Background: an optimization exercise with open tools, aiming at small area, a short achievable clock period and few clock cycles. Do not read the settings as production practice. In this exercise RTL edits were held to simulation tests only and were not proved equivalent to the original. Power and IR drop assume default switching activity.

==> flow/design.v <==
module CPU(
    input clk,
    input reset,
    input [31:0] idata,    
    output [31:0] iaddr,   
    input [31:0] drdata,   
    output [31:0] daddr,   
    output [31:0] dwdata,  
    output [3:0] we,       
    output [31:0] x31,
    output [31:0] pc
);
    reg  [31:2] f_pc;
    assign iaddr = {f_pc, 2'b00};
    assign pc    = iaddr;
    reg  [31:0] d_ins;
    reg         d_v;
    reg d_lui, d_auipc, d_jal, d_jalr, d_br, d_load, d_store, d_opimm, d_op;
    reg d_use1, d_use2, d_wr;
    reg  [31:0] e_a, e_b, e_c;
    reg         e_fam, e_fbm, e_fcm;    
    reg  [4:0]  e_rd;
    reg         e_wen, e_load, e_store, e_br, e_jalr;
    reg  [2:0]  e_f3;
    reg         e_sub, e_sra, e_sgn;
    reg  [7:0]  e_sel;               
    reg  [31:0] m_res;
    reg  [31:0] m_sd;
    reg  [3:0]  m_we;
    reg  [4:0]  m_rd;
    reg         m_wen;
    reg         m_res_sel;                      
    reg  [3:0]  m_b0;                           
    reg         m_b1_1, m_b1_3, m_b1_sx;        
    reg         m_hi_d, m_hi_sx;                
    reg  [3:0]  m_sg;                           
    wire [31:0] d = drdata;
    wire ld_sign = |(m_sg & {d[31], d[23], d[15], d[7]});
    wire [31:0] m_val;
    assign m_val[7:0]   = ({8{m_b0[0]}} & d[7:0])   | ({8{m_b0[1]}} & d[15:8]) |
                          ({8{m_b0[2]}} & d[23:16]) | ({8{m_b0[3]}} & d[31:24]) |
                          ({8{m_res_sel}} & m_res[7:0]);
    assign m_val[15:8]  = ({8{m_b1_1}} & d[15:8]) | ({8{m_b1_3}} & d[31:24]) |
                          ({8{m_b1_sx & ld_sign}}) |
                          ({8{m_res_sel}} & m_res[15:8]);
    assign m_val[31:16] = ({16{m_hi_d}} & d[31:16]) |
                          ({16{m_hi_sx & ld_sign}}) |
                          ({16{m_res_sel}} & m_res[31:16]);
    reg [31:0] rf [1:31];
    genvar gi;
    generate
        for (gi = 1; gi < 32; gi = gi + 1) begin : g_rf
            always @(posedge clk)
                if (m_wen && m_rd == gi)
                    rf[gi] <= m_val;
        end
    endgenerate
    assign x31 = rf[31];
    wire [4:0] rs1  = d_ins[19:15];
    wire [4:0] rs2  = d_ins[24:20];
    wire [4:0] rd   = d_ins[11:7];
    wire [2:0] f3   = d_ins[14:12];
    wire is_lui   = d_lui;
    wire is_auipc = d_auipc;
    wire is_jal   = d_jal;
    wire is_jalr  = d_jalr;
    wire is_br    = d_br;
    wire is_load  = d_load;
    wire is_store = d_store;
    wire is_opimm = d_opimm;
    wire is_op    = d_op;
    wire use1 = d_use1;
    wire use2 = d_use2;
    wire wr   = d_wr;
    wire [4:0] f_op = idata[6:2];
    wire f_lui   = f_op == 5'b01101;
    wire f_auipc = f_op == 5'b00101;
    wire f_jal   = f_op == 5'b11011;
    wire f_jalr  = f_op == 5'b11001;
    wire f_br    = f_op == 5'b11000;
    wire f_load  = f_op == 5'b00000;
    wire f_store = f_op == 5'b01000;
    wire f_opimm = f_op == 5'b00100;
    wire f_opr   = f_op == 5'b01100;
    wire [31:0] imm_i = {{20{d_ins[31]}}, d_ins[31:20]};
    wire [31:0] imm_s = {{20{d_ins[31]}}, d_ins[31:25], d_ins[11:7]};
    wire [31:0] imm_b = {{20{d_ins[31]}}, d_ins[7], d_ins[30:25], d_ins[11:8], 1'b0};
    wire [31:0] imm_u = {d_ins[31:12], 12'b0};
    wire [31:0] imm_j = {{12{d_ins[31]}}, d_ins[19:12], d_ins[20], d_ins[30:21], 1'b0};
    wire [31:0] d_rel_imm = ({32{is_jal}} & imm_j) | ({32{is_br}} & imm_b) |
                            ({32{is_auipc}} & imm_u);
    wire [31:2] rel_s = ~(f_pc ^ d_rel_imm[31:2]);
    wire [31:2] rel_c = f_pc | d_rel_imm[31:2];
    wire [31:2] rel_w = rel_s + {rel_c[30:2], 1'b0};
    wire [31:0] d_rel = {rel_w, d_rel_imm[1:0]};
    wire [31:0] rf1, rf2;
    reg  [31:0] r1, r2;
    integer k;
    always @(*) begin
        r1 = 32'b0;
        r2 = 32'b0;
        for (k = 1; k < 32; k = k + 1) begin
            r1 = r1 | ({32{rs1 == k}} & rf[k]);
            r2 = r2 | ({32{rs2 == k}} & rf[k]);
        end
    end
    assign rf1 = r1;
    assign rf2 = r2;
    wire wm1 = m_wen && (rs1 == m_rd);
    wire wm2 = m_wen && (rs2 == m_rd);
    wire [31:0] v1 = rf1;
    wire [31:0] v2 = rf2;
    wire [31:0] a_n = use1 ? v1 : 32'b0;
    wire [31:0] b_n = (is_op | is_br) ? v2 :
                      is_auipc ? d_rel :
                      is_store ? imm_s :
                      is_lui   ? imm_u : imm_i;
    wire [31:0] c_n = is_store ? v2 : is_br ? d_rel : {f_pc, 2'b00};
    wire stall = d_v && e_load && e_wen &&
                 ((use1 && rs1 == e_rd) || (use2 && rs2 == e_rd));
    wire d_jump = d_v && is_jal;
    wire [31:0] A = e_fam ? m_res : e_a;
    wire [31:0] B = e_fbm ? m_res : e_b;
    wire [31:0] C = e_fcm ? m_res : e_c;
    wire [31:0] Bx = e_sub ? ~B : B;
    wire [32:0] sum33 = {A, 1'b1} + {Bx, e_sub};
    wire [31:0] sum = sum33[32:1];
    wire [31:0] ca = {A[31] ^ e_sgn, A[30:0]};
    wire [31:0] cb = {B[31] ^ e_sgn, B[30:0]};
    wire [31:0] l0 = ~ca & cb;
    wire [31:0] g0 = ca & ~cb;
    wire [15:0] l1, g1;
    wire [7:0]  l2, g2;
    wire [3:0]  l3, g3;
    wire [1:0]  l4, g4;
    genvar gc;
    generate
        for (gc = 0; gc < 16; gc = gc + 1) begin : g_c1
            assign l1[gc] = l0[2*gc+1] | (~g0[2*gc+1] & l0[2*gc]);
            assign g1[gc] = g0[2*gc+1] | (~l0[2*gc+1] & g0[2*gc]);
        end
        for (gc = 0; gc < 8; gc = gc + 1) begin : g_c2
            assign l2[gc] = l1[2*gc+1] | (~g1[2*gc+1] & l1[2*gc]);
            assign g2[gc] = g1[2*gc+1] | (~l1[2*gc+1] & g1[2*gc]);
        end
        for (gc = 0; gc < 4; gc = gc + 1) begin : g_c3
            assign l3[gc] = l2[2*gc+1] | (~g2[2*gc+1] & l2[2*gc]);
            assign g3[gc] = g2[2*gc+1] | (~l2[2*gc+1] & g2[2*gc]);
        end
        for (gc = 0; gc < 2; gc = gc + 1) begin : g_c4
            assign l4[gc] = l3[2*gc+1] | (~g3[2*gc+1] & l3[2*gc]);
            assign g4[gc] = g3[2*gc+1] | (~l3[2*gc+1] & g3[2*gc]);
        end
    endgenerate
    wire lt = l4[1] | (~g4[1] & l4[0]);
    wire gt = g4[1] | (~l4[1] & g4[0]);
    wire eq = ~(lt | gt);
    wire [4:0]  sh  = B[4:0];
    wire [31:0] sll = A << sh;
    wire [63:0] srx = {{32{e_sra & A[31]}}, A} >> sh;
    wire [31:0] sr  = srx[31:0];
    wire [31:0] res = ({32{e_sel[0]}} & sum)
                    | ({32{e_sel[1]}} & {31'b0, lt})
                    | ({32{e_sel[2]}} & (A ^ B))
                    | ({32{e_sel[3]}} & (A | B))
                    | ({32{e_sel[4]}} & (A & B))
                    | ({32{e_sel[5]}} & sll)
                    | ({32{e_sel[6]}} & sr)
                    | ({32{e_sel[7]}} & C);
    wire cond  = (e_f3[2] ? lt : eq) ^ e_f3[0];
    wire redir = (e_br & cond) | e_jalr;
    wire [31:2] redir_pc = e_jalr ? sum[31:2] : e_c[31:2];
    wire ld_b = e_f3[1:0] == 2'b00;
    wire ld_h = e_f3[1:0] == 2'b01;
    wire ld_w = e_f3[1];
    reg [3:0] be;
    always @(*) begin
        case (e_f3[1:0])
            2'b00:   be = 4'b0001 << sum[1:0];
            2'b01:   be = sum[1] ? 4'b1100 : 4'b0011;
            default: be = 4'b1111;
        endcase
    end
    wire [31:0] sd = (e_f3[1:0] == 2'b00) ? {4{C[7:0]}} :
                     (e_f3[1:0] == 2'b01) ? {2{C[15:0]}} : C;
    always @(posedge clk) begin
        if (reset)
            f_pc <= 30'b0;
        else if (redir)
            f_pc <= redir_pc;
        else if (!stall) begin
            if (d_jump)
                f_pc <= d_rel[31:2];
            else
                f_pc <= f_pc + 30'd1;
        end
        if (reset || redir)
            d_v <= 1'b0;
        else if (!stall)
            d_v <= !d_jump;
        if (!stall) begin
            d_ins   <= idata;
            d_lui   <= f_lui;
            d_auipc <= f_auipc;
            d_jal   <= f_jal;
            d_jalr  <= f_jalr;
            d_br    <= f_br;
            d_load  <= f_load;
            d_store <= f_store;
            d_opimm <= f_opimm;
            d_op    <= f_opr;
            d_use1  <= ~(f_lui | f_auipc | f_jal);
            d_use2  <= f_br | f_store | f_opr;
            d_wr    <= ~(f_br | f_store) & (idata[11:7] != 5'd0);
        end
        e_a  <= (use1 && wm1) ? m_val : a_n;
        e_b  <= ((is_op | is_br) && wm2) ? m_val : b_n;
        e_c  <= (is_store && wm2) ? m_val : c_n;
        e_fam <= use1 && e_wen && (rs1 == e_rd);
        e_fbm <= (is_op | is_br) && e_wen && (rs2 == e_rd);
        e_fcm <= is_store && e_wen && (rs2 == e_rd);
        e_rd <= rd;
        e_f3 <= f3;
        e_sub <= is_op && d_ins[30] && f3 == 3'b000;
        e_sra <= d_ins[30];
        e_sgn <= is_br ? ~f3[1] : ~f3[0];
        e_sel[0] <= ~((is_op | is_opimm) && f3 != 3'b000) & ~(is_jal | is_jalr);
        e_sel[1] <= (is_op | is_opimm) && f3[2:1] == 2'b01;
        e_sel[2] <= (is_op | is_opimm) && f3 == 3'b100;
        e_sel[3] <= (is_op | is_opimm) && f3 == 3'b110;
        e_sel[4] <= (is_op | is_opimm) && f3 == 3'b111;
        e_sel[5] <= (is_op | is_opimm) && f3 == 3'b001;
        e_sel[6] <= (is_op | is_opimm) && f3 == 3'b101;
        e_sel[7] <= is_jal | is_jalr;
        if (reset || redir || stall || !d_v) begin
            e_wen   <= 1'b0;
            e_load  <= 1'b0;
            e_store <= 1'b0;
            e_br    <= 1'b0;
            e_jalr  <= 1'b0;
        end else begin
            e_wen   <= wr;
            e_load  <= is_load;
            e_store <= is_store;
            e_br    <= is_br;
            e_jalr  <= is_jalr;
        end
        m_res  <= res;
        m_sd   <= sd;
        m_rd   <= e_rd;
        m_res_sel <= ~e_load;
        m_b0[0] <= e_load & (ld_w | (ld_h & ~sum[1]) | (ld_b & sum[1:0] == 2'd0));
        m_b0[1] <= e_load & ld_b & sum[1:0] == 2'd1;
        m_b0[2] <= e_load & ((ld_b & sum[1:0] == 2'd2) | (ld_h & sum[1]));
        m_b0[3] <= e_load & ld_b & sum[1:0] == 2'd3;
        m_b1_1  <= e_load & (ld_w | (ld_h & ~sum[1]));
        m_b1_3  <= e_load & ld_h & sum[1];
        m_b1_sx <= e_load & ld_b & ~e_f3[2];
        m_hi_d  <= e_load & ld_w;
        m_hi_sx <= e_load & ~ld_w & ~e_f3[2];
        m_sg[0] <= ld_b & sum[1:0] == 2'd0;
        m_sg[1] <= (ld_b & sum[1:0] == 2'd1) | (ld_h & ~sum[1]);
        m_sg[2] <= ld_b & sum[1:0] == 2'd2;
        m_sg[3] <= (ld_b & sum[1:0] == 2'd3) | (ld_h & sum[1]);
        if (reset) begin
            m_wen <= 1'b0;
            m_we  <= 4'b0;
        end else begin
            m_wen <= e_wen;
            m_we  <= e_store ? be : 4'b0;
        end
    end
    assign daddr  = m_res;
    assign dwdata = m_sd;
    assign we     = m_we;
endmodule
==> flow/run.sh <==
#!/bin/bash
# synth_recipe.tcl (not shown) runs the flow's synth.tcl, then flattens the netlist and writes it again
# the make line also repeats each setting of config.mk as NAME=value (left out here)
make -C /OpenROAD-flow-scripts/flow DESIGN_CONFIG=/design/flow/config.mk WORK_HOME=/design/flow/orfs CLKGATE_MAP_FILE= SYNTH_SCRIPT=/design/flow/synth_recipe.tcl finish
==> flow/config.mk <==
export PLATFORM = sky130hd
export DESIGN_NAME = CPU
export DESIGN_NICKNAME = CPU
export VERILOG_FILES = /design/flow/design.v
export SDC_FILE = /design/flow/constraint.sdc
export NUM_CORES = 4
export LEC_CHECK = 0
export CAP_MARGIN = 20
export CORE_MARGIN = 2
export CORE_UTILIZATION = 40
export PLACE_DENSITY = 0.6
export SETUP_SLACK_MARGIN = 5
export SLEW_MARGIN = 20
==> flow/constraint.sdc <==
create_clock -name core_clock -period 10.0 [get_ports {clk}]
set_input_delay 2.0000 -clock core_clock [delete_from_list [all_inputs] [get_ports {clk}]]
set_output_delay 2.0000 -clock core_clock [all_outputs]
set_load 0.01 [all_outputs]
==> impl_metrics.tcl, run 1 <==
set metrics [dict create \
    status "finished clean" \
    switchingPower_mw 5.09 \
    core_area_sq_mm 0.158 \
    synthTopCellsByArea "edfxtp_1 48%, dfxtp_1 7.6%, a22oi_1 5.1%" \
    power_leakage_nw 25.4 \
    drt_wl_total_um 333000 \
    worstSetupPathType "reg -> reg" \
    drc 0 \
    switching_share_pct 32.4 \
    synth_xor_area_share_pct 1.70 \
    post-route-period-util_pct 50.3 \
    ys_ff_latch 1271 \
    yosysMostFrequentCell "edfxtp_1" \
    path_max_fanout 49 \
    synth_cell_types 85 \
    setup_tns_ns 0 \
    synthMuxAreaShare_pct 3.12 \
    ir_drop_uv 197 \
    p_int_mw 10.6 \
    area_delta_synth_final_pct 17.0 \
    antenna_found_initial 21 \
    rows 146 \
    hold_viol 0 \
    tightest_slew_ns 1.33 \
    place_inst 7633 \
    dp_hpwl_um 205000 \
    routabilityCongestion 1.03 \
    fin_cells 7921 \
    cts_buffer_depth 3 \
    cts_max_level 4 \
    grt_max_degree 70 \
    vias 58200 \
    min_period_ns 5.03 \
    hold_path_class "reg -> reg" \
    initial_core_util_pct 40.3 \
    drt_first_iter_violations 13200 \
    grt_pass1_wl_um 443000 \
    drive_gt1_share_pct 11.9 \
    track_usage_pct 39.4 \
    slew_headroom_pct 10.4 \
    cap_viol_max_count 0 \
    synth_area_leader_cell "edfxtp_1" \
    nNetsFinal 6009 \
    die_area_sq_mm 0.163 \
    wire_per_inst_um 42.1 \
    synth_async_sr_flop_share_pct 0 \
    powerDensity_mw_per_mm2 210 \
    synth_edf_count 1029 \
    synth-simple-area-share_pct 8.85 \
    p_clk_share_pct 35.5 \
    synth_fa_ha_area_share_pct 4.24 \
    vias_per_cell 7.35 \
    synth_ff_type "edfxtp_1" \
    yosys-top-cells-count "1029 x edfxtp_1, 434 x a22oi_1, 365 x nor2_1" \
    ioPinCount 230 \
    endpoint_kind "flip-flop" \
    combPwrFrac_pct 21.0 \
    clock_latency_ns 0.83 \
    finalSetupViolations 0 \
    die-height_um 404 \
    cts-root-buf "clkbuf_16" \
    cts_tree "yes" \
    required_ns 10.69 \
    io_buffers 223 \
    clk_pin_slew_worst_paths_ns 0.06 \
    crit_arrival_ns 5.71 \
    fillers 14200 \
    avgSynthCellArea_sq_um 11.5 \
    fin_worst_skew_ns 0.0534 \
    rsz0062_at_grt "yes" \
    synth.top_cell.area_share_pct 48.4 \
    first_pass_iters 13 \
    max_freq_mhz 199 \
    ant_nets 0 \
    die_w_um 404 \
    synth_compound_area_share_pct 22.2 \
    final_max_slew_viol_count 0 \
    syn_inst 5559 \
    seqPwrFrac_pct 43.5 \
    synth_top_family_by_area "compound AO/OA/AOI/OAI gates" \
    grt_pass1_vias 53600 \
    ys.warnings.count 2 \
    start_kind "flip-flop" \
    grt_remaining_overflow 0 \
    ys_seq_area_share_pct 56.0 \
    numCtsBuffers 141 \
    synth_area_sq_mm 0.0639 \
    cts.sinks 1271 \
]
## through the flow
stage                     power (mW)  area [sq um]  utilization (%)  worst slack [ns]  hold WS [ns]
final                           15.7         74700             47.2              4.97         0.402
after global routing            16.0         74700             47.2              4.96         0.411
after detailed placement        10.0         69300             43.8              3.97         0.391
after global placement          10.0         69200             43.7              4.02         0.387
after CTS                       15.5         74300             46.9              5.01         0.403
after floorplan                 8.29         63900                -              5.35         0.346
## power groups by stage
stage	clock, mW	sequential, mW	combinational (mW)
2_1_floorplan	0	6.70	1.59
5_1_grt	5.79	6.81	3.39
4_1_cts	5.58	6.81	3.12
3_5_place_dp	0	6.92	3.10
6_report	5.58	6.84	3.30
3_3_place_gp	0	6.92	3.08
## critical path, cell delays in order, from the launching register on
cell,delay (ns)
dfxtp_4,0.59
buf_12,0.32
mux2i_4,0.42
inv_1,0.07
buf_4,0.31
ha_1,0.31
nor4_1,0.30
nand4_1,0.32
a2111oi_1,0.51
and4_1,0.27
a21oi_2,0.09
o2111ai_4,0.26
buf_12,0.17
o21ai_4,0.16
buf_4,0.20
o2bb2ai_1,0.19
a2111oi_1,0.37
## routing by layer
layer / routed length, um / share of wire, % / vias to the layer above / global-route usage [%]
met5: 172 / 0.052 / - / 0.446
met4: 31500 / 9.5 / 16 / 28.2
met2: 137000 / 41 / 6052 / 57.4
met3: 52400 / 16 / 1790 / 15.7
li1: - / - / 22400 / -
met1: 112000 / 34 / 28000 / 47.2
## worst paths after layout
path	from	end	slack [ns]	cells past startpoint
worst max-delay path	e_fbm	f_pc[27]	4.97	16
worst min-delay path	e_rd[0]	m_rd[0]	0.40	0
worst max register to register	e_fbm	f_pc[27]	4.97	16
worst min register to register	e_rd[0]	m_rd[0]	0.40	0
## kinds of logic after synthesis
| family | after synthesis |
|---|---|
| flops | 1271 |
| simple gates | 1217 |
| mux | 190 |
| fa+ha+maj | 216 |
| other cells | 1 |
| xor+xnor | 124 |
| compound gates | 1916 |
| buf+inv | 624 |
## flip-flops by register name, summed over array words and instances, names as in the netlist, 8 cells and up
signal	flops
d_ins	25
e_a	32
e_b	32
e_c	32
e_sel	8
f_pc	30
m_res	32
m_sd	32
rf	992
## placed cells by master, fill, tap and decap left out, types with 31 or more instances in the layout
master / instances
a21o_1: 36
a221oi_1: 263
nand4_1: 139
ha_1: 215
nor2_4: 94
xnor2_1: 90
a22oi_1: 434
o211ai_1: 42
mux2i_1: 109
clkbuf_1: 31
clkbuf_16: 146
a211oi_1: 43
o21ai_0: 263
nand3_1: 133
dfxtp_1: 237
clkdlybuf4s50_1: 223
mux2_2: 50
nor2_1: 270
nand2_1: 339
a222oi_1: 84
buf_4: 213
nor3_1: 68
a21oi_1: 270
a22o_1: 247
inv_1: 190
edfxtp_1: 1029
xor2_1: 31
## layout make-up
| type | instances | area, sq um | share of cell area [%] |
|---|---|---|---|
| Multi-Input combinational cell | 3667 | 26600 | 35.7 |
| Sequential cell | 1271 | 35800 | 47.8 |
| Clock inverter | 76 | 1080 | 1.45 |
| Antenna cell | 8 | 20.0 | 0.0268 |
| Tap cell | 2072 | 2590 | 3.47 |
| Inverter | 196 | 738 | 0.988 |
| Clock buffer | 181 | 3820 | 5.12 |
| Timing Repair Buffer | 450 | 4070 | 5.45 |
## timing repair
item / CTS / global route
resized for setup: 31 / 35
pin swaps: 1 / 4
setup buffers: 1 / 19
setup endpoints to repair: 54 / 44
hold buffers: 0 / 0
Testbench counts, summed over its fixed seeds: cycles 50,036.
==> inputs of run 2 (changes only) <==
--- a/flow/design.v
+++ b/flow/design.v
@@ -17,12 +17,15 @@
     reg         d_v;
     reg d_lui, d_auipc, d_jal, d_jalr, d_br, d_load, d_store, d_opimm, d_op;
     reg d_use1, d_use2, d_wr;
+    reg  [31:2] d_rel;       
+    reg  [31:2] d_link;      
+    reg         d_pred;      
     reg  [31:0] e_a, e_b, e_c;
     reg         e_fam, e_fbm, e_fcm;    
     reg  [4:0]  e_rd;
     reg         e_wen, e_load, e_store, e_br, e_jalr;
     reg  [2:0]  e_f3;
-    reg         e_sub, e_sra, e_sgn;
+    reg         e_sub, e_sra, e_sgn, e_pred;
     reg  [7:0]  e_sel;               
     reg  [31:0] m_res;
     reg  [31:0] m_sd;
@@ -87,12 +90,18 @@
     wire [31:0] imm_b = {{20{d_ins[31]}}, d_ins[7], d_ins[30:25], d_ins[11:8], 1'b0};
     wire [31:0] imm_u = {d_ins[31:12], 12'b0};
     wire [31:0] imm_j = {{12{d_ins[31]}}, d_ins[19:12], d_ins[20], d_ins[30:21], 1'b0};
-    wire [31:0] d_rel_imm = ({32{is_jal}} & imm_j) | ({32{is_br}} & imm_b) |
-                            ({32{is_auipc}} & imm_u);
-    wire [31:2] rel_s = ~(f_pc ^ d_rel_imm[31:2]);
-    wire [31:2] rel_c = f_pc | d_rel_imm[31:2];
-    wire [31:2] rel_w = rel_s + {rel_c[30:2], 1'b0};
-    wire [31:0] d_rel = {rel_w, d_rel_imm[1:0]};
+    wire [31:0] f_imm_j = {{12{idata[31]}}, idata[19:12], idata[20], idata[30:21], 1'b0};
+    wire [31:0] f_imm_b = {{20{idata[31]}}, idata[7], idata[30:25], idata[11:8], 1'b0};
+    wire [31:0] f_imm_u = {idata[31:12], 12'b0};
+    wire f_sel_j = idata[6] & idata[3];
+    wire f_sel_b = idata[6] & ~idata[3];
+    wire f_sel_u = ~idata[6];
+    wire [31:2] f_imm = ({30{f_sel_j}} & f_imm_j[31:2]) | ({30{f_sel_b}} & f_imm_b[31:2]) |
+                        ({30{f_sel_u}} & f_imm_u[31:2]);
+    wire [31:2] f_rel = f_pc + f_imm;
+    wire [31:2] f_inc = f_pc + 30'd1;
+    wire f_taken = idata[6] & idata[5] &
+                   (idata[3] | (~idata[2] & (idata[31] | idata[12])));
     wire [31:0] rf1, rf2;
     reg  [31:0] r1, r2;
     integer k;
@@ -112,13 +121,12 @@
     wire [31:0] v2 = rf2;
     wire [31:0] a_n = use1 ? v1 : 32'b0;
     wire [31:0] b_n = (is_op | is_br) ? v2 :
-                      is_auipc ? d_rel :
+                      is_auipc ? {d_rel, 2'b00} :
                       is_store ? imm_s :
                       is_lui   ? imm_u : imm_i;
-    wire [31:0] c_n = is_store ? v2 : is_br ? d_rel : {f_pc, 2'b00};
+    wire [31:0] c_n = is_store ? v2 : (is_br & ~d_pred) ? {d_rel, 2'b00} : {d_link, 2'b00};
     wire stall = d_v && e_load && e_wen &&
                  ((use1 && rs1 == e_rd) || (use2 && rs2 == e_rd));
-    wire d_jump = d_v && is_jal;
     wire [31:0] A = e_fam ? m_res : e_a;
     wire [31:0] B = e_fbm ? m_res : e_b;
     wire [31:0] C = e_fcm ? m_res : e_c;
@@ -168,7 +176,7 @@
                     | ({32{e_sel[6]}} & sr)
                     | ({32{e_sel[7]}} & C);
     wire cond  = (e_f3[2] ? lt : eq) ^ e_f3[0];
-    wire redir = (e_br & cond) | e_jalr;
+    wire redir = (e_br & (cond ^ e_pred)) | e_jalr;
     wire [31:2] redir_pc = e_jalr ? sum[31:2] : e_c[31:2];
     wire ld_b = e_f3[1:0] == 2'b00;
     wire ld_h = e_f3[1:0] == 2'b01;
@@ -189,17 +197,20 @@
         else if (redir)
             f_pc <= redir_pc;
         else if (!stall) begin
-            if (d_jump)
-                f_pc <= d_rel[31:2];
+            if (f_taken)
+                f_pc <= f_rel;
             else
-                f_pc <= f_pc + 30'd1;
+                f_pc <= f_inc;
         end
         if (reset || redir)
             d_v <= 1'b0;
         else if (!stall)
-            d_v <= !d_jump;
+            d_v <= 1'b1;
         if (!stall) begin
             d_ins   <= idata;
+            d_rel   <= f_rel;
+            d_link  <= f_inc;
+            d_pred  <= f_taken;
             d_lui   <= f_lui;
             d_auipc <= f_auipc;
             d_jal   <= f_jal;
@@ -223,6 +234,7 @@
         e_f3 <= f3;
         e_sub <= is_op && d_ins[30] && f3 == 3'b000;
         e_sra <= d_ins[30];
+        e_pred <= d_pred;
         e_sgn <= is_br ? ~f3[1] : ~f3[0];
         e_sel[0] <= ~((is_op | is_opimm) && f3 != 3'b000) & ~(is_jal | is_jalr);
         e_sel[1] <= (is_op | is_opimm) && f3[2:1] == 2'b01;
==> impl_metrics.tcl, run 2 <==
set metrics [dict create \
    status "failed layout checks" \
    failed_checks "max-capacitance violations, max-slew violations" \
    drive_gt1_share_pct 11.9 \
    timing.rr.start "e_fam" \
    use_met1_pct 46.2 \
    min_period_ns 4.93 \
    powerDensity_mw_per_mm2 209 \
    finalSetupViolations 0 \
    synth_area_sq_mm 0.0657 \
    drc 0 \
    nNetsFinal 6005 \
    cts_buffer_depth 3 \
    cts.sinks 1333 \
    max_freq_mhz 203 \
    final_max_slew_viol_count 1 \
    crit_path_start "idata[22]" \
    drt_first_iter_violations 14300 \
    synth_area_leader_cell "edfxtp_1" \
    track_usage_pct 38.2 \
    grt_pass1_vias 55000 \
    min_from "e_rd[0]" \
    syn_inst 5591 \
    synthTopCellsByArea "edfxtp_1 50%, dfxtp_1 7.4%, a22oi_1 4.8%" \
    die_w_um 409 \
    synth_edf_count 1090 \
    tightest_slew_ns 1.48 \
    grtUsageMet3_pct 16.7 \
    synth.top_cell.area_share_pct 49.8 \
    cts_tree "yes" \
    synth_async_sr_flop_share_pct 0 \
    grt_max_degree 120 \
    rsz0062_at_grt "yes" \
    slew_headroom_pct -0.0791 \
    fin_cells 8044 \
    wire_per_inst_um 41.5 \
    yosysMostFrequentCell "edfxtp_1" \
    ant_nets 0 \
    rows 148 \
    initial_core_util_pct 40.3 \
    most-common-layout-cells "1090 x edfxtp_1, 423 x a22oi_1, 350 x nand2_1, 288 x a221oi_1, 273 x o21ai_0" \
    fin_worst_skew_ns 0.0634 \
    ir_drop_uv 182 \
    required_ns 10.73 \
    grt_pass1_wl_um 446000 \
    avgSynthCellArea_sq_um 11.8 \
    ioPinCount 230 \
    grt-busiest-layer "met2" \
    holdWs_ns 0.400 \
    ys.warnings.count 2 \
    largest_reg_flops 992 \
    cts-root-buf "clkbuf_16" \
    antenna_found_initial 28 \
    met2_usage_pct 54.6 \
    core_area_sq_mm 0.163 \
    area_delta_synth_final_pct 16.4 \
    p_total_mw 16.0 \
    hold_path_class "reg -> reg" \
    post-route-period-util_pct 49.3 \
    cap_viol_max_count 1 \
    ys_ff_latch 1333 \
    vias_per_cell 7.38 \
    synth_ff_type "edfxtp_1" \
    die_area_sq_mm 0.168 \
    crit_path_cell_trace "clkdlybuf4s50_1 -> mux2i_1 -> nor2_1 -> ha_1 -> fa_2 -> a211oi_2 -> o21ai_0 -> a32o_1 -> o2111a_1 -> o21ai_0 -> a21boi_0 -> o31a_1 -> a21oi_1 -> nand3_1 -> a31oi_1" \
    cpPeakStageDelay_ns 0.49 \
    numCtsBuffers 142 \
    path_max_fanout 4 \
    dp_hpwl_um 203000 \
    die-height_um 409 \
    setup_tns_ns 0 \
    cp_common_cell "o21ai_0" \
    clk_pin_slew_worst_paths_ns 0.06 \
    drt_wl_total_um 334000 \
    clock_latency_ns 0.83 \
    power_leakage_nw 26.3 \
    hold_viol 0 \
    cts_max_level 4 \
    start_kind "input pin" \
    place_inst 7763 \
    worstSetupPathType "in -> reg" \
    routabilityCongestion 1.02 \
    yosys-top-cells-count "1090 x edfxtp_1, 423 x a22oi_1, 357 x nand2_1" \
    grt_remaining_overflow 0 \
    crit_arrival_ns 5.66 \
    vias 59300 \
    regMostFlops "rf" \
    fillers 14700 \
    endpoint_kind "flip-flop" \
    io_buffers 223 \
    ff2ff_setup_slack_ns 5.11 \
    slowest_stage "clkdlybuf4s50_1" \
    layout_commonest_cell "edfxtp_1" \
    ys_seq_area_share_pct 57.2 \
    first_pass_iters 13 \
    synth_cell_types 92 \
]
-- run 2: cell count changes in the layout (fill, tap and decap cells not counted), moves of 25 or more --
cell / change
inv_1: -37
mux2i_1: +25
ha_1: -28
edfxtp_1: +61
nor3_1: -25
a221oi_1: +25
a21oi_1: -39
-- run 2: cell type report --
type	instances	area, sq um	share of cell area (%)
diodes	4	10.0	0.0131
clock buffers	166	3740	4.89
clock inverters	92	1080	1.41
inverters	161	612	0.800
multi-input cells	3662	26700	34.9
flip-flops and latches	1333	37600	49.2
well taps	2175	2720	3.56
repair buffers	451	4010	5.24
-- run 2: critical path: cells and delay by family --
kind / cells / cell delay [ns]
compound gates: 9 / 2.14
mux: 1 / 0.17
buf+inv: 1 / 0.49
simple gates: 2 / 0.21
fa+ha+maj: 2 / 0.63
-- run 2: worst paths after layout --
| kind | endpoint | cells past startpoint |
|---|---|---|
| worst max-delay path | f_pc[30] | 15 |
| worst min-delay path | m_rd[0] | 0 |
| worst max register to register | f_pc[11] | 14 |
| worst min register to register | m_rd[0] | 0 |
-- run 2: stage by stage --
step,util [%],setup slack [ns],area (sq um)
2_1_floorplan,-,5.03,65700
3_3_place_gp,43.7,3.38,71300
3_5_place_dp,43.7,3.41,71300
4_1_cts,46.7,4.93,76200
5_1_grt,46.9,4.86,76500
6_report,46.9,5.07,76500
-- run 2: cell families after synthesis --
| group | share of synthesized area (%) |
|---|---|
| AO/OA/AOI/OAI | 21.7 |
| XOR/XNOR | 1.80 |
| adder cells (fa/ha/maj) | 3.59 |
| buffers and inverters | 3.69 |
| flip-flops | 57.2 |
| multiplexers | 3.29 |
| other | 0.00571 |
| AND/OR/NAND/NOR | 8.75 |
-- run 2: power breakdown --
group / internal, mW / switching [mW]
sequential: 6.77 / 0.381
combinational: 0.927 / 2.37
clock: 3.09 / 2.43
total: 10.8 / 5.17
-- run 2: timing repair --
action,CTS,global route
pin swaps,0,6
endpoints found under the hold margin,0,0
endpoints found under the setup margin,56,34
setup buffers,0,18
hold buffers,0,0
gates resized for setup,26,23
gates cloned,0,0
-- run 2: metal layers --
| layer | vias up | routed length [um] |
|---|---|---|
| met5 | - | 477 |
| li1 | 22600 | - |
| met2 | 6433 | 135000 |
| met3 | 1758 | 57100 |
| met4 | 32 | 30000 |
| met1 | 28500 | 111000 |
Testbench counts of run 2, summed over its fixed seeds: cycles 45,895.
==> inputs of run 3 (changes only) <==
--- a/flow/design.v
+++ b/flow/design.v
@@ -17,8 +17,7 @@
     reg         d_v;
     reg d_lui, d_auipc, d_jal, d_jalr, d_br, d_load, d_store, d_opimm, d_op;
     reg d_use1, d_use2, d_wr;
-    reg  [31:2] d_rel;       
-    reg  [31:2] d_link;      
+    reg  [31:2] d_alt;
     reg         d_pred;      
     reg  [31:0] e_a, e_b, e_c;
     reg         e_fam, e_fbm, e_fcm;    
@@ -100,8 +99,15 @@
                         ({30{f_sel_u}} & f_imm_u[31:2]);
     wire [31:2] f_rel = f_pc + f_imm;
     wire [31:2] f_inc = f_pc + 30'd1;
+    wire f_same  = idata[19:15] == idata[24:20];
+    wire f_br_t  = f_same ? ~(idata[14] ^ idata[12]) : (idata[31] | idata[12]);
+    wire f_fuse  = idata[6] & idata[5] & idata[2] & ~idata[3] &
+                   d_v & d_auipc & (d_ins[11:7] == idata[19:15]) &
+                   (idata[19:15] != 5'd0);
+    wire [31:2] f_jt = d_alt + {{10{idata[31]}}, idata[31:22]};
     wire f_taken = idata[6] & idata[5] &
-                   (idata[3] | (~idata[2] & (idata[31] | idata[12])));
+                   (idata[3] | (~idata[2] & f_br_t));
+    wire f_link  = idata[6] & idata[5] & (idata[3] | idata[2] | f_br_t);
     wire [31:0] rf1, rf2;
     reg  [31:0] r1, r2;
     integer k;
@@ -121,10 +127,10 @@
     wire [31:0] v2 = rf2;
     wire [31:0] a_n = use1 ? v1 : 32'b0;
     wire [31:0] b_n = (is_op | is_br) ? v2 :
-                      is_auipc ? {d_rel, 2'b00} :
+                      is_auipc ? {d_alt, 2'b00} :
                       is_store ? imm_s :
                       is_lui   ? imm_u : imm_i;
-    wire [31:0] c_n = is_store ? v2 : (is_br & ~d_pred) ? {d_rel, 2'b00} : {d_link, 2'b00};
+    wire [31:0] c_n = is_store ? v2 : {d_alt, 2'b00};
     wire stall = d_v && e_load && e_wen &&
                  ((use1 && rs1 == e_rd) || (use2 && rs2 == e_rd));
     wire [31:0] A = e_fam ? m_res : e_a;
@@ -176,7 +182,7 @@
                     | ({32{e_sel[6]}} & sr)
                     | ({32{e_sel[7]}} & C);
     wire cond  = (e_f3[2] ? lt : eq) ^ e_f3[0];
-    wire redir = (e_br & (cond ^ e_pred)) | e_jalr;
+    wire redir = (e_br & (cond ^ e_pred)) | (e_jalr & ~e_pred);
     wire [31:2] redir_pc = e_jalr ? sum[31:2] : e_c[31:2];
     wire ld_b = e_f3[1:0] == 2'b00;
     wire ld_h = e_f3[1:0] == 2'b01;
@@ -199,6 +205,8 @@
         else if (!stall) begin
             if (f_taken)
                 f_pc <= f_rel;
+            else if (f_fuse)
+                f_pc <= f_jt;
             else
                 f_pc <= f_inc;
         end
@@ -208,9 +216,8 @@
             d_v <= 1'b1;
         if (!stall) begin
             d_ins   <= idata;
-            d_rel   <= f_rel;
-            d_link  <= f_inc;
-            d_pred  <= f_taken;
+            d_alt   <= f_link ? f_inc : f_rel;
+            d_pred  <= f_taken | f_fuse;
             d_lui   <= f_lui;
             d_auipc <= f_auipc;
             d_jal   <= f_jal;
--- a/flow/config.mk
+++ b/flow/config.mk
@@ -5,9 +5,9 @@
 export SDC_FILE = /design/flow/constraint.sdc
 export NUM_CORES = 4
 export LEC_CHECK = 0
-export CAP_MARGIN = 20
+export CAP_MARGIN = 30
 export CORE_MARGIN = 2
 export CORE_UTILIZATION = 40
 export PLACE_DENSITY = 0.6
 export SETUP_SLACK_MARGIN = 5
-export SLEW_MARGIN = 20
+export SLEW_MARGIN = 30
==> impl_metrics.tcl, run 3 <==
set metrics [dict create \
    status "finished clean" \
    first_pass_iters 13 \
    routabilityCongestion 1.02 \
    powerDensity_mw_per_mm2 211 \
    cpPeakStageDelay_ns 0.81 \
    dp_hpwl_um 201000 \
    ioPinCount 230 \
    postCtsHoldBufs 0 \
    die_w_um 409 \
    cts.sinks 1303 \
    yosys-top-cells-count "1060 x edfxtp_1, 382 x nand2_1, 356 x nor2_1" \
    cts_tree "yes" \
    slowest_stage "dfxtp_1" \
    path_max_fanout 7 \
    grt_max_degree 76 \
    wire_per_inst_um 40.8 \
    layout_commonest_cell "edfxtp_1" \
    most-common-layout-cells "1060 x edfxtp_1, 382 x nand2_1, 333 x a22oi_1, 309 x a21oi_1, 306 x a221oi_1" \
    post-route-period-util_pct 49.6 \
    path_buf_inv 2 \
    wl_met2_um 130000 \
    dr_wl_met3_um 56800 \
    core_area_sq_mm 0.163 \
    met1_length_um 115000 \
    p_total_mw 16.1 \
    syn_inst 5708 \
    power_leakage_nw 26.0 \
    min_period_ns 4.96 \
    synth_area_leader_cell "edfxtp_1" \
    endpoint_kind "flip-flop" \
    start_kind "flip-flop" \
    die_area_sq_mm 0.168 \
    final_max_slew_viol_count 0 \
    nNetsFinal 6121 \
    drive_gt1_share_pct 11.7 \
    initial_core_util_pct 40.3 \
    tightest_slew_ns 1.20 \
    cp_common_cell "or3_1" \
    cts-root-buf "clkbuf_16" \
    cts_buffer_depth 3 \
    cap_viol_max_count 0 \
    cp_top_family "simple AND/OR/NAND/NOR gates" \
    synth_edf_count 1060 \
    vias 59800 \
    yosysMostFrequentCell "edfxtp_1" \
    drt_first_iter_violations 14000 \
    antenna_found_initial 15 \
    rsz0062_at_grt "no" \
    crit_arrival_ns 5.65 \
    required_ns 10.69 \
    highest_layer "met5" \
    die-height_um 409 \
    fin_worst_skew_ns 0.0629 \
    finalSetupViolations 0 \
    synth_async_sr_flop_share_pct 0 \
    crit_path_cell_trace "mux2i_2 -> inv_1 -> ha_1 -> nand2b_1 -> a221oi_1 -> a22oi_1 -> a311oi_2 -> o221ai_1 -> nand3_1 -> a21oi_1 -> or3_1 -> or3_1 -> clkinv_2 -> and4_1" \
    ant_nets 0 \
    area_delta_synth_final_pct 16.5 \
    ys.warnings.count 2 \
    max_freq_mhz 202 \
    largest_reg_flops 992 \
    ys_ff_latch 1303 \
    drc 0 \
    setup_tns_ns 0 \
    synth_ff_type "edfxtp_1" \
    clock_latency_ns 0.82 \
    track_usage_pct 38.0 \
    cts_max_level 4 \
    worstSetupPathType "reg -> reg" \
    seq_area_sq_mm 0.0367 \
    grt_pass1_wl_um 445000 \
    worstSetupPathDepth 14 \
    ys_seq_area_share_pct 55.8 \
    io_buffers 223 \
    hold_depth 0 \
    clk_pin_slew_worst_paths_ns 0.06 \
    ir_drop_uv 148 \
    synthTopCellsByArea "edfxtp_1 48%, dfxtp_1 7.4%, a221oi_1 4.1%" \
    avgSynthCellArea_sq_um 11.5 \
    rows 148 \
    grt_remaining_overflow 0 \
    synth_cell_types 87 \
    hold_viol 0 \
    fillers 14700 \
    multiInputGateArea_sq_mm 0.0280 \
    vias_per_cell 7.34 \
    reg2reg_depth 14 \
    synth_area_sq_mm 0.0657 \
    slew_headroom_pct 19.5 \
    regMostFlops "rf" \
    numCtsBuffers 140 \
    hold_path_class "reg -> reg" \
    drt_wl_total_um 332000 \
    synth.top_cell.area_share_pct 48.4 \
    grt_pass1_vias 54500 \
]
==> run 3: what timing repair did <==
action,in CTS,in global routing
setup endpoints to repair,45,39
cloned,0,1
gates resized for setup,56,55
pin swaps,2,10
setup buffers,3,3
==> run 3: stage by stage <==
step	cells	hold slack (ns)	util [%]	worst slack, ns	area, sq um
floorplan	5711	0.323	-	4.96	65800
finish	8149	0.365	47.0	5.04	76600
CTS	8132	0.360	46.8	5.00	76200
detailed placement	7871	0.351	43.8	3.71	71300
global route	8137	0.373	47.0	5.00	76500
global placement	7870	0.338	43.7	3.70	71200
==> run 3: worst paths after layout <==
kind / endpoint / slack [ns] / from
setup / recovery: e_wen / 5.04 / m_res[20]
hold / removal: e_pred / 0.36 / d_pred
setup reg to reg: e_wen / 5.04 / m_res[20]
hold reg to reg: e_pred / 0.36 / d_pred
==> run 3: layer usage <==
| layer | up-vias | track usage (%) |
|---|---|---|
| li1 | 23000 | - |
| met1 | 28600 | 48.4 |
| met2 | 6412 | 52.3 |
| met3 | 1830 | 15.9 |
| met4 | 21 | 25.3 |
| met5 | - | 1.18 |
==> run 3: cells by family after synthesis <==
logic type | Yosys count | synth area share (%)
other | 1 | 0.00571
xor gates and xnor gates | 170 | 2.27
adders and majority gates | 209 | 4.00
muxes | 195 | 3.15
AOI/OAI and AO/OA | 1992 | 22.1
buffers and inverters | 562 | 3.46
and+or+nand+nor | 1276 | 9.18
DFF | 1303 | 55.8
==> run 3: power breakdown <==
group          total, mW  leakage [nW]  internal (mW)  switching (mW)
sequential          7.24          11.7           6.69           0.546
clock               5.34          2.27           2.99            2.35
combinational       3.57          12.0           1.10            2.47
total               16.1          26.0           10.8            5.37
==> run 3: layout make-up <==
type / count / area share, %
inverter: 126 / 0.621
timing repair buffer: 429 / 5.15
clock buffer: 189 / 5.02
sequential: 1303 / 47.9
clock inverter: 69 / 1.13
multi-input combinational: 3846 / 36.5
antenna: 12 / 0.0392
tap: 2175 / 3.55
Testbench counts of run 3, summed over its fixed seeds: cycles 44,035.
==> inputs of run 4 (changes only) <==
==> flow/flow/run.sh (new file) <==
#!/bin/bash
set -euo pipefail
bash standard.sh SETUP_SLACK_MARGIN=6 finish > standard_flow.log 2>&1
==> flow/standard.sh (new file) <==
#!/bin/bash
# synth_recipe.tcl (not shown) runs the flow's synth.tcl, then flattens the netlist and writes it again
# the make line also repeats each setting of config.mk as NAME=value (left out here)
make -C /OpenROAD-flow-scripts/flow DESIGN_CONFIG=/design/flow/config.mk WORK_HOME=/design/flow/orfs CLKGATE_MAP_FILE= SYNTH_SCRIPT=/design/flow/synth_recipe.tcl "${@:-finish}"
--- a/flow/config.mk
+++ b/flow/config.mk
@@ -9,5 +9,4 @@
 export CORE_MARGIN = 2
 export CORE_UTILIZATION = 40
 export PLACE_DENSITY = 0.6
-export SETUP_SLACK_MARGIN = 5
 export SLEW_MARGIN = 30
removed: flow/run.sh
==> impl_metrics.tcl, run 4 <==
set metrics [dict create \
    layout_commonest_cell "edfxtp_1" \
    synth_area_sq_mm 0.0657 \
    die_area_sq_mm 0.168 \
    cts_tree "yes" \
    area_delta_synth_final_pct 24.5 \
    dp_hpwl_um 212000 \
    cts-root-buf "clkbuf_16" \
    clk_pin_slew_worst_paths_ns 0.07 \
    path_max_fanout 6 \
    synthTopCellsByArea "edfxtp_1 48%, dfxtp_1 7.4%, a221oi_1 4.1%" \
    ant_nets 0 \
    synth_area_leader_cell "edfxtp_1" \
    drive_gt1_share_pct 21.3 \
    synth.top_cell.area_share_pct 48.4 \
    setup_tns_ns 0 \
    placed_area_sq_mm 0.0715 \
    synth_async_sr_flop_share_pct 0 \
    ys.warnings.count 2 \
    cts_max_level 4 \
    cp_top_family "simple AND/OR/NAND/NOR gates" \
    crit_arrival_ns 5.01 \
    path_buf_inv 7 \
    hold_viol 0 \
    seqPwrFrac_pct 42.7 \
    vias_per_cell 7.35 \
    max_freq_mhz 229 \
    powerDensity_mw_per_mm2 207 \
    largest_reg_flops 992 \
    avgSynthCellArea_sq_um 11.5 \
    seq_area_sq_mm 0.0368 \
    clock_latency_ns 0.82 \
    ff2ff_setup_slack_ns 5.64 \
    io_buffers 223 \
    required_ns 10.65 \
    postLayoutCellArea_sq_mm 0.0818 \
    nNetsFinal 6382 \
    hold_path_class "reg -> reg" \
    yosysMostFrequentCell "edfxtp_1" \
    switching_share_pct 33.6 \
    cts_buffer_depth 3 \
    ys_ff_latch 1303 \
    die_w_um 409 \
    grt_pass1_wl_um 468000 \
    cpPeakStageDelay_ns 0.44 \
    fin_worst_skew_ns 0.0576 \
    synth_ff_type "edfxtp_1" \
    ioPinCount 230 \
    synth_edf_count 1060 \
    power_leakage_nw 27.9 \
    slew_headroom_pct 26.9 \
    yosys-top-cells-count "1060 x edfxtp_1, 382 x nand2_1, 356 x nor2_1" \
    cap_viol_max_count 0 \
    grt_max_degree 66 \
    grtUsageMet3_pct 17.4 \
    rsz0062_at_grt "yes" \
    core_area_sq_mm 0.163 \
    min_period_ns 4.36 \
    drc 0 \
    most-common-layout-cells "1060 x edfxtp_1, 365 x buf_4, 363 x nand2_1, 331 x a22oi_1, 300 x a221oi_1" \
    crit_path_start "e_fam" \
    fillers 14300 \
    slowest_stage "dfxtp_4" \
    final_max_slew_viol_count 0 \
    combPwrFrac_pct 25.0 \
    min_from "d_pred" \
    multiInputGateArea_sq_mm 0.0303 \
    wire_per_inst_um 42.0 \
    syn_inst 5708 \
    met2_usage_pct 55.0 \
    grt_remaining_overflow 0 \
    use_met1_pct 51.2 \
    synth_cell_types 87 \
    timing.rr.start "e_fam" \
    numCtsBuffers 139 \
    die-height_um 409 \
    grt-busiest-layer "met2" \
    regMostFlops "rf" \
    finalSetupViolations 0 \
    cts.sinks 1303 \
    switchingPower_mw 5.71 \
    tightest_slew_ns 1.10 \
    drt_wl_total_um 353000 \
    postCtsHoldBufs 0 \
    endpoint_kind "flip-flop" \
    crit_path_cell_trace "buf_6 -> buf_16 -> mux2i_4 -> inv_2 -> ha_4 -> nand2b_4 -> a221o_1 -> a22oi_2 -> a311oi_4 -> buf_6 -> buf_6 -> o221ai_4 -> nand3_2 -> o221a_1 -> or3_4 -> nor2_4 -> buf_6 -> buf_16 -> and4_4 -> a2111oi_4" \
    worstSetupPathType "reg -> reg" \
    post-route-period-util_pct 43.6 \
    track_usage_pct 40.3 \
    grt_pass1_vias 56300 \
    ir_drop_uv 195 \
    rows 148 \
    initial_core_util_pct 40.3 \
    vias 61800 \
    drt_first_iter_violations 13800 \
    ys_seq_area_share_pct 55.8 \
    p_clk_share_pct 32.3 \
    start_kind "flip-flop" \
    antenna_found_initial 23 \
    p_int_mw 11.3 \
    cp_common_cell "buf_6" \
    status "finished clean" \
    first_pass_iters 10 \
    routabilityCongestion 1.03 \
]
==> run 4: power by group through the flow <==
stage / combinational (mW) / sequential (mW) / clock (mW)
after floorplan: 1.78 / 7.01 / 0
after global placement: 3.43 / 7.26 / 0
after detailed placement: 3.46 / 7.26 / 0
after CTS: 3.82 / 7.20 / 5.47
after global routing: 4.35 / 7.22 / 5.68
final: 4.24 / 7.25 / 5.49
==> run 4: final timing paths <==
kind                                 end  cells after the start
worst min-delay path              e_pred                      0
worst max-delay path            f_pc[31]                     20
worst min register to register    e_pred                      0
worst max register to register  f_pc[31]                     20
==> run 4: kinds of logic (layout without fill, tap and decap cells) <==
family	after synthesis	after routing	synth area share (%)
compound gates	1992	1992	22.1
flops	1303	1303	55.8
simple gates	1276	1276	9.18
buf+inv	562	1072	3.46
fa+ha+maj	209	209	4.00
mux	195	195	3.15
xor+xnor	170	170	2.27
other cells	1	19	0.00571
==> run 4: stage by stage <==
step / hold slack, ns / utilization, % / setup WS, ns / std cells / power (mW)
6_report: 0.314 / 50.2 / 5.64 / 8411 / 17.0
5_1_grt: 0.333 / 50.2 / 5.56 / 8396 / 17.2
4_1_cts: 0.310 / 49.0 / 5.62 / 8294 / 16.5
3_5_place_dp: 0.329 / 43.9 / 3.72 / 7877 / 10.7
3_3_place_gp: 0.328 / 43.8 / 3.71 / 7875 / 10.7
2_1_floorplan: 0.323 / - / 5.19 / 5711 / 8.79
==> run 4: layout make-up <==
| type | instances | area share [%] |
|---|---|---|
| clock inverter | 84 | 1.24 |
| clock buffer | 171 | 4.58 |
| sequential | 1303 | 44.9 |
| inverter | 126 | 0.631 |
| timing repair buffer | 691 | 8.20 |
| multi-input combinational | 3846 | 37.0 |
| tap | 2175 | 3.32 |
| antenna | 15 | 0.0459 |
==> run 4: metal layers <==
metal / up-vias / wire, um
li1: 23500 / -
met1: 29900 / 123000
met2: 6607 / 139000
met3: 1838 / 59300
met4: 22 / 31600
met5: - / 166
==> run 4: what timing repair did <==
action,CTS,global route
pin swaps,94,124
endpoints found under the setup margin,200,108
setup buffers,146,98
resized for setup,518,237
cloned,16,3
==> inputs of run 5 (changes only) <==
--- a/flow/design.v
+++ b/flow/design.v
@@ -24,7 +24,7 @@
     reg  [4:0]  e_rd;
     reg         e_wen, e_load, e_store, e_br, e_jalr;
     reg  [2:0]  e_f3;
-    reg         e_sub, e_sra, e_sgn, e_pred;
+    reg         e_sub, e_sra, e_sgn, e_inv;    
     reg  [7:0]  e_sel;               
     reg  [31:0] m_res;
     reg  [31:0] m_sd;
@@ -89,22 +89,28 @@
     wire [31:0] imm_b = {{20{d_ins[31]}}, d_ins[7], d_ins[30:25], d_ins[11:8], 1'b0};
     wire [31:0] imm_u = {d_ins[31:12], 12'b0};
     wire [31:0] imm_j = {{12{d_ins[31]}}, d_ins[19:12], d_ins[20], d_ins[30:21], 1'b0};
-    wire [31:0] f_imm_j = {{12{idata[31]}}, idata[19:12], idata[20], idata[30:21], 1'b0};
-    wire [31:0] f_imm_b = {{20{idata[31]}}, idata[7], idata[30:25], idata[11:8], 1'b0};
-    wire [31:0] f_imm_u = {idata[31:12], 12'b0};
-    wire f_sel_j = idata[6] & idata[3];
-    wire f_sel_b = idata[6] & ~idata[3];
-    wire f_sel_u = ~idata[6];
-    wire [31:2] f_imm = ({30{f_sel_j}} & f_imm_j[31:2]) | ({30{f_sel_b}} & f_imm_b[31:2]) |
-                        ({30{f_sel_u}} & f_imm_u[31:2]);
-    wire [31:2] f_rel = f_pc + f_imm;
+    wire [20:2] f_off = idata[3] ?
+        {idata[31], idata[19:12], idata[20], idata[30:25], idata[24:22]} :
+        {{9{idata[31]}}, idata[7], idata[30:25], idata[11:9]};
+    wire [19:0] f_lo = {1'b0, f_pc[20:2]} + {1'b0, f_off};
+    wire [31:21] f_hi_p1 = f_pc[31:21] + 11'd1;
+    wire [31:21] f_hi_m1 = f_pc[31:21] - 11'd1;
+    wire [31:21] f_hi = (f_lo[19] & ~idata[31]) ? f_hi_p1 :
+                        (~f_lo[19] & idata[31]) ? f_hi_m1 : f_pc[31:21];
+    wire [31:2] f_rel = {f_hi, f_lo[18:0]};        
+    wire [31:2] f_relu = {f_pc[31:12] + idata[31:12], f_pc[11:2]};
     wire [31:2] f_inc = f_pc + 30'd1;
     wire f_same  = idata[19:15] == idata[24:20];
     wire f_br_t  = f_same ? ~(idata[14] ^ idata[12]) : (idata[31] | idata[12]);
     wire f_fuse  = idata[6] & idata[5] & idata[2] & ~idata[3] &
                    d_v & d_auipc & (d_ins[11:7] == idata[19:15]) &
                    (idata[19:15] != 5'd0);
-    wire [31:2] f_jt = d_alt + {{10{idata[31]}}, idata[31:22]};
+    wire [10:0] f_jlo = {1'b0, d_alt[11:2]} + {1'b0, idata[31:22]};
+    wire [31:12] d_alt_p1 = d_alt[31:12] + 20'd1;
+    wire [31:12] d_alt_m1 = d_alt[31:12] - 20'd1;
+    wire [31:12] f_jhi = (f_jlo[10] & ~idata[31]) ? d_alt_p1 :
+                         (~f_jlo[10] & idata[31]) ? d_alt_m1 : d_alt[31:12];
+    wire [31:2] f_jt = {f_jhi, f_jlo[9:0]};
     wire f_taken = idata[6] & idata[5] &
                    (idata[3] | (~idata[2] & f_br_t));
     wire f_link  = idata[6] & idata[5] & (idata[3] | idata[2] | f_br_t);
@@ -181,8 +187,7 @@
                     | ({32{e_sel[5]}} & sll)
                     | ({32{e_sel[6]}} & sr)
                     | ({32{e_sel[7]}} & C);
-    wire cond  = (e_f3[2] ? lt : eq) ^ e_f3[0];
-    wire redir = (e_br & (cond ^ e_pred)) | (e_jalr & ~e_pred);
+    wire redir = (e_br & ((e_f3[2] ? lt : eq) ^ e_inv)) | e_jalr;
     wire [31:2] redir_pc = e_jalr ? sum[31:2] : e_c[31:2];
     wire ld_b = e_f3[1:0] == 2'b00;
     wire ld_h = e_f3[1:0] == 2'b01;
@@ -216,7 +221,7 @@
             d_v <= 1'b1;
         if (!stall) begin
             d_ins   <= idata;
-            d_alt   <= f_link ? f_inc : f_rel;
+            d_alt   <= f_link ? f_inc : idata[6] ? f_rel : f_relu;
             d_pred  <= f_taken | f_fuse;
             d_lui   <= f_lui;
             d_auipc <= f_auipc;
@@ -241,7 +246,7 @@
         e_f3 <= f3;
         e_sub <= is_op && d_ins[30] && f3 == 3'b000;
         e_sra <= d_ins[30];
-        e_pred <= d_pred;
+        e_inv <= f3[0] ^ d_pred;
         e_sgn <= is_br ? ~f3[1] : ~f3[0];
         e_sel[0] <= ~((is_op | is_opimm) && f3 != 3'b000) & ~(is_jal | is_jalr);
         e_sel[1] <= (is_op | is_opimm) && f3[2:1] == 2'b01;
@@ -262,7 +267,7 @@
             e_load  <= is_load;
             e_store <= is_store;
             e_br    <= is_br;
-            e_jalr  <= is_jalr;
+            e_jalr  <= is_jalr & ~d_pred;
         end
         m_res  <= res;
         m_sd   <= sd;
==> flow/flow/run.sh (replaced) <==
#!/bin/bash
set -euo pipefail
bash standard.sh SETUP_SLACK_MARGIN=6 \
  "BUFFER_PORTS_ARGS=-buffer_cell sky130_fd_sc_hd__buf_1" \
  finish > standard_flow.log 2>&1
==> impl_metrics.tcl, run 5 <==
set metrics [dict create \
    reg2reg_depth 18 \
    nNetsFinal 6456 \
    avgSynthCellArea_sq_um 11.4 \
    vias 62400 \
    path_buf_inv 5 \
    synth_area_leader_cell "edfxtp_1" \
    slew_headroom_pct 2.78 \
    ant_nets 0 \
    area_delta_synth_final_pct 20.9 \
    ioPinCount 230 \
    status "finished clean" \
    worstSetupPathType "reg -> reg" \
    post-route-period-util_pct 43.4 \
    ys_seq_area_share_pct 55.3 \
    crit_path_start "e_fbm" \
    cpPeakStageDelay_ns 0.44 \
    clock_latency_ns 0.83 \
    cp_top_family "compound AO/OA/AOI/OAI gates" \
    synthTopCellsByArea "edfxtp_1 48%, dfxtp_1 7.3%, a22oi_1 4.5%" \
    slowest_stage "nand4_1" \
    start_kind "flip-flop" \
    fin_worst_skew_ns 0.0662 \
    core_area_sq_mm 0.165 \
    yosysMostFrequentCell "edfxtp_1" \
    cts_buffer_depth 3 \
    drc 0 \
    crit_path_end "f_pc[31]" \
    cts-root-buf "clkbuf_16" \
    drt_wl_total_um 352000 \
    place_ws_ns 3.61 \
    antenna_found_initial 14 \
    rsz0062_at_grt "yes" \
    ir_drop_uv 302 \
    ff2ff_setup_slack_ns 5.66 \
    crit_path_cell_trace "buf_12 -> buf_16 -> buf_8 -> mux2i_1 -> buf_4 -> xnor2_1 -> ha_1 -> a21o_1 -> a21o_1 -> a21oi_2 -> o21ai_4 -> a221oi_4 -> buf_12 -> o211ai_1 -> a31oi_2 -> mux2i_1 -> nand4_1 -> and4b_1" \
    layout_commonest_cell "edfxtp_1" \
    reg2reg_to "f_pc[31]" \
    synth_ff_type "edfxtp_1" \
    drive_gt1_share_pct 18.9 \
    initial_core_util_pct 40.3 \
    postLayoutCellArea_sq_mm 0.0802 \
    powerDensity_mw_per_mm2 206 \
    clk_pin_slew_worst_paths_ns 0.06 \
    yosys-top-cells-count "1060 x edfxtp_1, 408 x nand2_1, 399 x a22oi_1" \
    hold_path_class "reg -> reg" \
    most-common-layout-cells "1060 x edfxtp_1, 394 x nand2_1, 394 x a22oi_1, 326 x buf_4, 284 x nor2_1" \
    die-height_um 411 \
    synth.top_cell.area_share_pct 48.0 \
    hold_viol 0 \
    finalSetupViolations 0 \
    min_period_ns 4.34 \
    path_max_fanout 8 \
    final_max_slew_viol_count 0 \
    worst_slack_ns 5.66 \
    tightest_slew_ns 1.44 \
    numCtsBuffers 142 \
    rows 149 \
    endpoint_kind "flip-flop" \
    worstSetupPathDepth 18 \
    routabilityCongestion 1.07 \
    synth_async_sr_flop_share_pct 0 \
    first_pass_iters 11 \
    timing.rr.start "e_fbm" \
    vias_per_cell 7.35 \
    dp_hpwl_um 213000 \
    final_util_pct 48.7 \
    synth_cell_types 93 \
    setup_tns_ns 0 \
    required_ns 10.72 \
    cts.sinks 1303 \
    cts_tree "yes" \
    crit_arrival_ns 5.05 \
    max_freq_mhz 231 \
    die_w_um 411 \
    io_buffers 223 \
    placed_area_sq_mm 0.0708 \
    syn_inst 5843 \
    track_usage_pct 39.8 \
    grt_pass1_wl_um 468000 \
    ys.warnings.count 2 \
    power_leakage_nw 27.6 \
    grt_max_degree 65 \
    cts_max_level 4 \
    die_area_sq_mm 0.169 \
    wire_per_inst_um 41.4 \
    grt_remaining_overflow 0 \
    regMostFlops "rf" \
    ys_ff_latch 1303 \
    synth_area_sq_mm 0.0664 \
    synth_edf_count 1060 \
    cap_viol_max_count 0 \
    largest_reg_flops 992 \
    grt_pass1_vias 57200 \
    drt_first_iter_violations 14100 \
]
run 5: timing repair:
item                       CTS  global route
cloned                      19             7
setup endpoints to repair  139           110
hold buffers                 0             0
setup buffers              133            48
resized for setup          345           150
pin swaps                   72            80
run 5: cell families (layout without fill, tap and decap cells):
logic type	after synthesis	in the layout	share of synthesized area (%)
and+or+nand+nor	1404	1408	9.90
DFF	1303	1303	55.3
muxes	188	188	2.99
xor gates and xnor gates	185	185	2.44
adders and majority gates	213	213	4.05
other	1	12	0.00565
buffers and inverters	582	1023	3.54
AOI/OAI and AO/OA	1967	1967	21.8
run 5: layout make-up:
| type | instances | area, sq um |
|---|---|---|
| diodes | 8 | 20.0 |
| clock buffers | 170 | 3730 |
| clock inverters | 88 | 972 |
| fillers | 14700 | 84600 |
| inverters | 129 | 523 |
| multi-input cells | 3965 | 30500 |
| flip-flops and latches | 1303 | 36700 |
| well taps | 2189 | 2740 |
| repair buffers | 636 | 5020 |
run 5: stage by stage:
step	power, mW	hold slack (ns)	instances
detailed placement	10.5	0.388	8011
CTS	16.1	0.401	8421
finish	16.5	0.403	8488
floorplan	8.78	0.373	5846
global route	16.8	0.409	8481
global placement	10.5	0.387	8009
run 5: per-layer routing:
layer | up-vias | share of wire [%] | track usage (%)
li1 | 23900 | - | -
met2 | 6479 | 40 | 56.6
met4 | 14 | 9.2 | 27.5
met5 | - | 0.025 | 0.735
met1 | 30100 | 34 | 48.7
met3 | 1891 | 16 | 16.9
run 5: power by group:
| group | total [mW] | leakage [nW] | switching [mW] | internal, mW |
|---|---|---|---|---|
| combinational | 3.97 | 13.6 | 2.78 | 1.19 |
| clock | 5.34 | 2.27 | 2.39 | 2.95 |
| sequential | 7.23 | 11.7 | 0.551 | 6.68 |
run 5: worst min path at each step:
stage	from	end	slack (ns)	cells after the start
2_1_floorplan	e_rd[2]	m_rd[2]	0.37	0
3_3_place_gp	e_rd[1]	m_rd[1]	0.39	0
3_5_place_dp	e_rd[0]	m_rd[0]	0.39	0
4_1_cts	e_rd[4]	m_rd[4]	0.40	0
5_1_grt	e_rd[4]	m_rd[4]	0.41	0
6_report	e_rd[4]	m_rd[4]	0.40	0
Testbench counts of run 5, summed over its fixed seeds: cycles 44,035.
==> inputs of run 6 (changes only) <==
--- a/flow/config.mk
+++ b/flow/config.mk
@@ -8,5 +8,7 @@
 export CAP_MARGIN = 30
 export CORE_MARGIN = 2
 export CORE_UTILIZATION = 40
+export CTS_CLUSTER_DIAMETER = 100
+export CTS_CLUSTER_SIZE = 24
 export PLACE_DENSITY = 0.6
 export SLEW_MARGIN = 30
==> impl_metrics.tcl, run 6 <==
set metrics [dict create \
    status "finished clean" \
    hold_path_class "reg -> reg" \
    p_total_mw 14.4 \
    synth_area_sq_mm 0.0664 \
    crit_path_cell_trace "buf_12 -> mux2i_1 -> buf_4 -> clkinvlp_4 -> ha_1 -> and4_1 -> and3_1 -> o311ai_4 -> a21oi_4 -> a21o_1 -> xor2_1 -> o21a_1 -> o31a_1 -> o211a_1" \
    synth_cell_types 93 \
    crit_arrival_ns 5.05 \
    nNetsFinal 6389 \
    ant_nets 0 \
    powerDensity_mw_per_mm2 186 \
    regMostFlops "rf" \
    die-height_um 411 \
    cts_tree "yes" \
    ys.warnings.count 2 \
    ioPinCount 230 \
    switching_share_pct 36.4 \
    cap_viol_max_count 0 \
    drt_wl_total_um 350000 \
    first_pass_iters 11 \
    synth_area_leader_cell "edfxtp_1" \
    drc 0 \
    reg2reg_to "f_pc[24]" \
    grt_pass1_vias 56300 \
    postCtsHoldBufs 0 \
    path_max_fanout 12 \
    drt_first_iter_violations 13600 \
    worstSetupPathType "reg -> reg" \
    timing.rr.start "e_fam" \
    layout_commonest_cell "edfxtp_1" \
    ys_ff_latch 1303 \
    cpPeakStageDelay_ns 0.69 \
    numCtsBuffers 68 \
    cts_max_level 3 \
    cts.sinks 1303 \
    syn_inst 5843 \
    crit_path_start "e_fam" \
    max_freq_mhz 229 \
    ir_drop_uv 274 \
    start_kind "flip-flop" \
    path_buf_inv 3 \
    most-common-layout-cells "1060 x edfxtp_1, 397 x a22oi_1, 393 x nand2_1, 332 x buf_4, 273 x a221oi_1" \
    final_max_slew_viol_count 0 \
    die_area_sq_mm 0.169 \
    grt_pass1_wl_um 466000 \
    endpoint_kind "flip-flop" \
    ff2ff_setup_slack_ns 5.63 \
    rsz0062_at_grt "yes" \
    slew_headroom_pct 10.9 \
    finalSetupViolations 0 \
    synthTopCellsByArea "edfxtp_1 48%, dfxtp_1 7.3%, a22oi_1 4.5%" \
    postLayoutCellArea_sq_mm 0.0777 \
    drive_gt1_share_pct 17.6 \
    track_usage_pct 39.7 \
    routabilityCongestion 1.07 \
    slowest_stage "xor2_1" \
    setup_tns_ns 0 \
    synth_ff_type "edfxtp_1" \
    p_int_mw 9.17 \
    p_clk_share_pct 22.5 \
    dp_hpwl_um 213000 \
    synth_async_sr_flop_share_pct 0 \
    post-route-period-util_pct 43.7 \
    switchingPower_mw 5.25 \
    rows 149 \
    wire_per_inst_um 42.0 \
    crit_path_end "f_pc[24]" \
    final_util_pct 47.1 \
    tightest_slew_ns 1.32 \
    core_area_sq_mm 0.165 \
    cp_top_family "compound AO/OA/AOI/OAI gates" \
    io_buffers 223 \
    placed_area_sq_mm 0.0708 \
    worstSetupPathDepth 14 \
    clock_latency_ns 0.76 \
    min_period_ns 4.37 \
    ys_seq_area_share_pct 55.3 \
    hold_viol 0 \
    initial_core_util_pct 40.3 \
    vias 61700 \
    clk_pin_slew_worst_paths_ns 0.10 \
    fin_worst_skew_ns 0.0656 \
    yosys-top-cells-count "1060 x edfxtp_1, 408 x nand2_1, 399 x a22oi_1" \
    cts_buffer_depth 3 \
    synth.top_cell.area_share_pct 48.0 \
    avgSynthCellArea_sq_um 11.4 \
    vias_per_cell 7.39 \
    power_leakage_nw 26.4 \
    die_w_um 411 \
    cts-root-buf "clkbuf_16" \
    grt_max_degree 65 \
    area_delta_synth_final_pct 17.1 \
    synth_edf_count 1060 \
    holdWs_ns 0.408 \
    antenna_found_initial 18 \
    largest_reg_flops 992 \
    combPwrFrac_pct 27.5 \
    required_ns 10.68 \
    reg2reg_depth 14 \
    yosysMostFrequentCell "edfxtp_1" \
    grt_remaining_overflow 0 \
    seqPwrFrac_pct 50.0 \
]
## run 6: cell counts after synthesis
Identical to the previous run, type by type.
## run 6: layout make-up
type | count | area [sq um]
clock inverter | 19 | 288
multi-input combinational | 3966 | 30600
clock buffer | 82 | 1750
inverter | 129 | 523
timing repair buffer | 642 | 5040
sequential | 1303 | 36700
fill | 14900 | 87100
antenna | 10 | 25.0
tap | 2189 | 2740
## run 6: timing repair
action	in CTS	in global routing
pin swaps	91	89
endpoints found under the setup margin	142	116
cloned	24	0
setup buffers	130	61
resized for setup	384	144
## run 6: through the flow
stage / worst slack, ns / std cells
global route: 5.59 / 8330
detailed placement: 3.61 / 8011
floorplan: 5.31 / 5846
CTS: 5.69 / 8266
finish: 5.63 / 8340
global placement: 3.39 / 8009
## run 6: logic make-up (layout without fill, tap and decap cells)
logic type,after synthesis,after routing,synth area share (%)
adder cells (fa/ha/maj),213,213,4.05
XOR/XNOR,185,185,2.44
AND/OR/NAND/NOR,1404,1409,9.90
AO/OA/AOI/OAI,1967,1967,21.8
multiplexers,188,188,2.99
buffers and inverters,582,872,3.54
flip-flops,1303,1303,55.3
other,1,14,0.00565
## run 6: power groups by stage
stage | Clock, mW | Sequential (mW) | Combinational, mW
2_1_floorplan | 0 | 6.99 | 1.79
3_3_place_gp | 0 | 7.26 | 3.27
3_5_place_dp | 0 | 7.25 | 3.30
4_1_cts | 3.21 | 7.16 | 3.63
5_1_grt | 3.39 | 7.19 | 4.06
6_report | 3.24 | 7.21 | 3.96
## run 6: worst min-delay path by stage
stage          endpoint  slack (ns)  startpoint  cells after the start
3_5_place_dp    m_rd[0]        0.39     e_rd[0]                      0
2_1_floorplan   m_rd[2]        0.37     e_rd[2]                      0
4_1_cts         m_rd[1]        0.41     e_rd[1]                      0
3_3_place_gp    m_rd[1]        0.39     e_rd[1]                      0
6_report        m_rd[3]        0.41     e_rd[3]                      0
5_1_grt         m_rd[4]        0.42     e_rd[4]                      0
## run 6: layer usage
layer | part of all wire (%) | routed length [um] | up-vias | global-route usage (%)
met5 | 0.11 | 370 | - | 0.283
met4 | 9.0 | 31700 | 22 | 26.9
met3 | 16 | 57300 | 1829 | 16.3
met2 | 40 | 141000 | 6529 | 56.4
met1 | 34 | 119000 | 29600 | 49.0
li1 | - | - | 23700 | -

==> separate check: timing with driven ports <==
How much do the figures lean on ideal ports? The routed layouts below were timed once more, with nothing changed but the port constraints. Step 1, drivers: a clkbuf_16 drives clk and a buf_2 each remaining input, both assumed. Step 2 times the ports against the registers' clock, not the clock port: input delays grow and output delays shrink by t, the midpoint of the rising clock arrivals with the driver on. a / b / c = ideal ports / drivers / drivers and shift; a / b = the first two.
run	t (ns)	setup WS [ns]
run 1	0.879	4.974 / 4.974 / 4.916
run 2	0.877	5.071 / 5.111 / 4.249
run 3	0.873	5.039 / 5.039 / 4.261
run 4	0.865	5.635 / 5.635 / 4.770
run 5	0.891	5.664 / 5.664 / 4.862
run 6	0.815	5.626 / 5.626 / 4.925
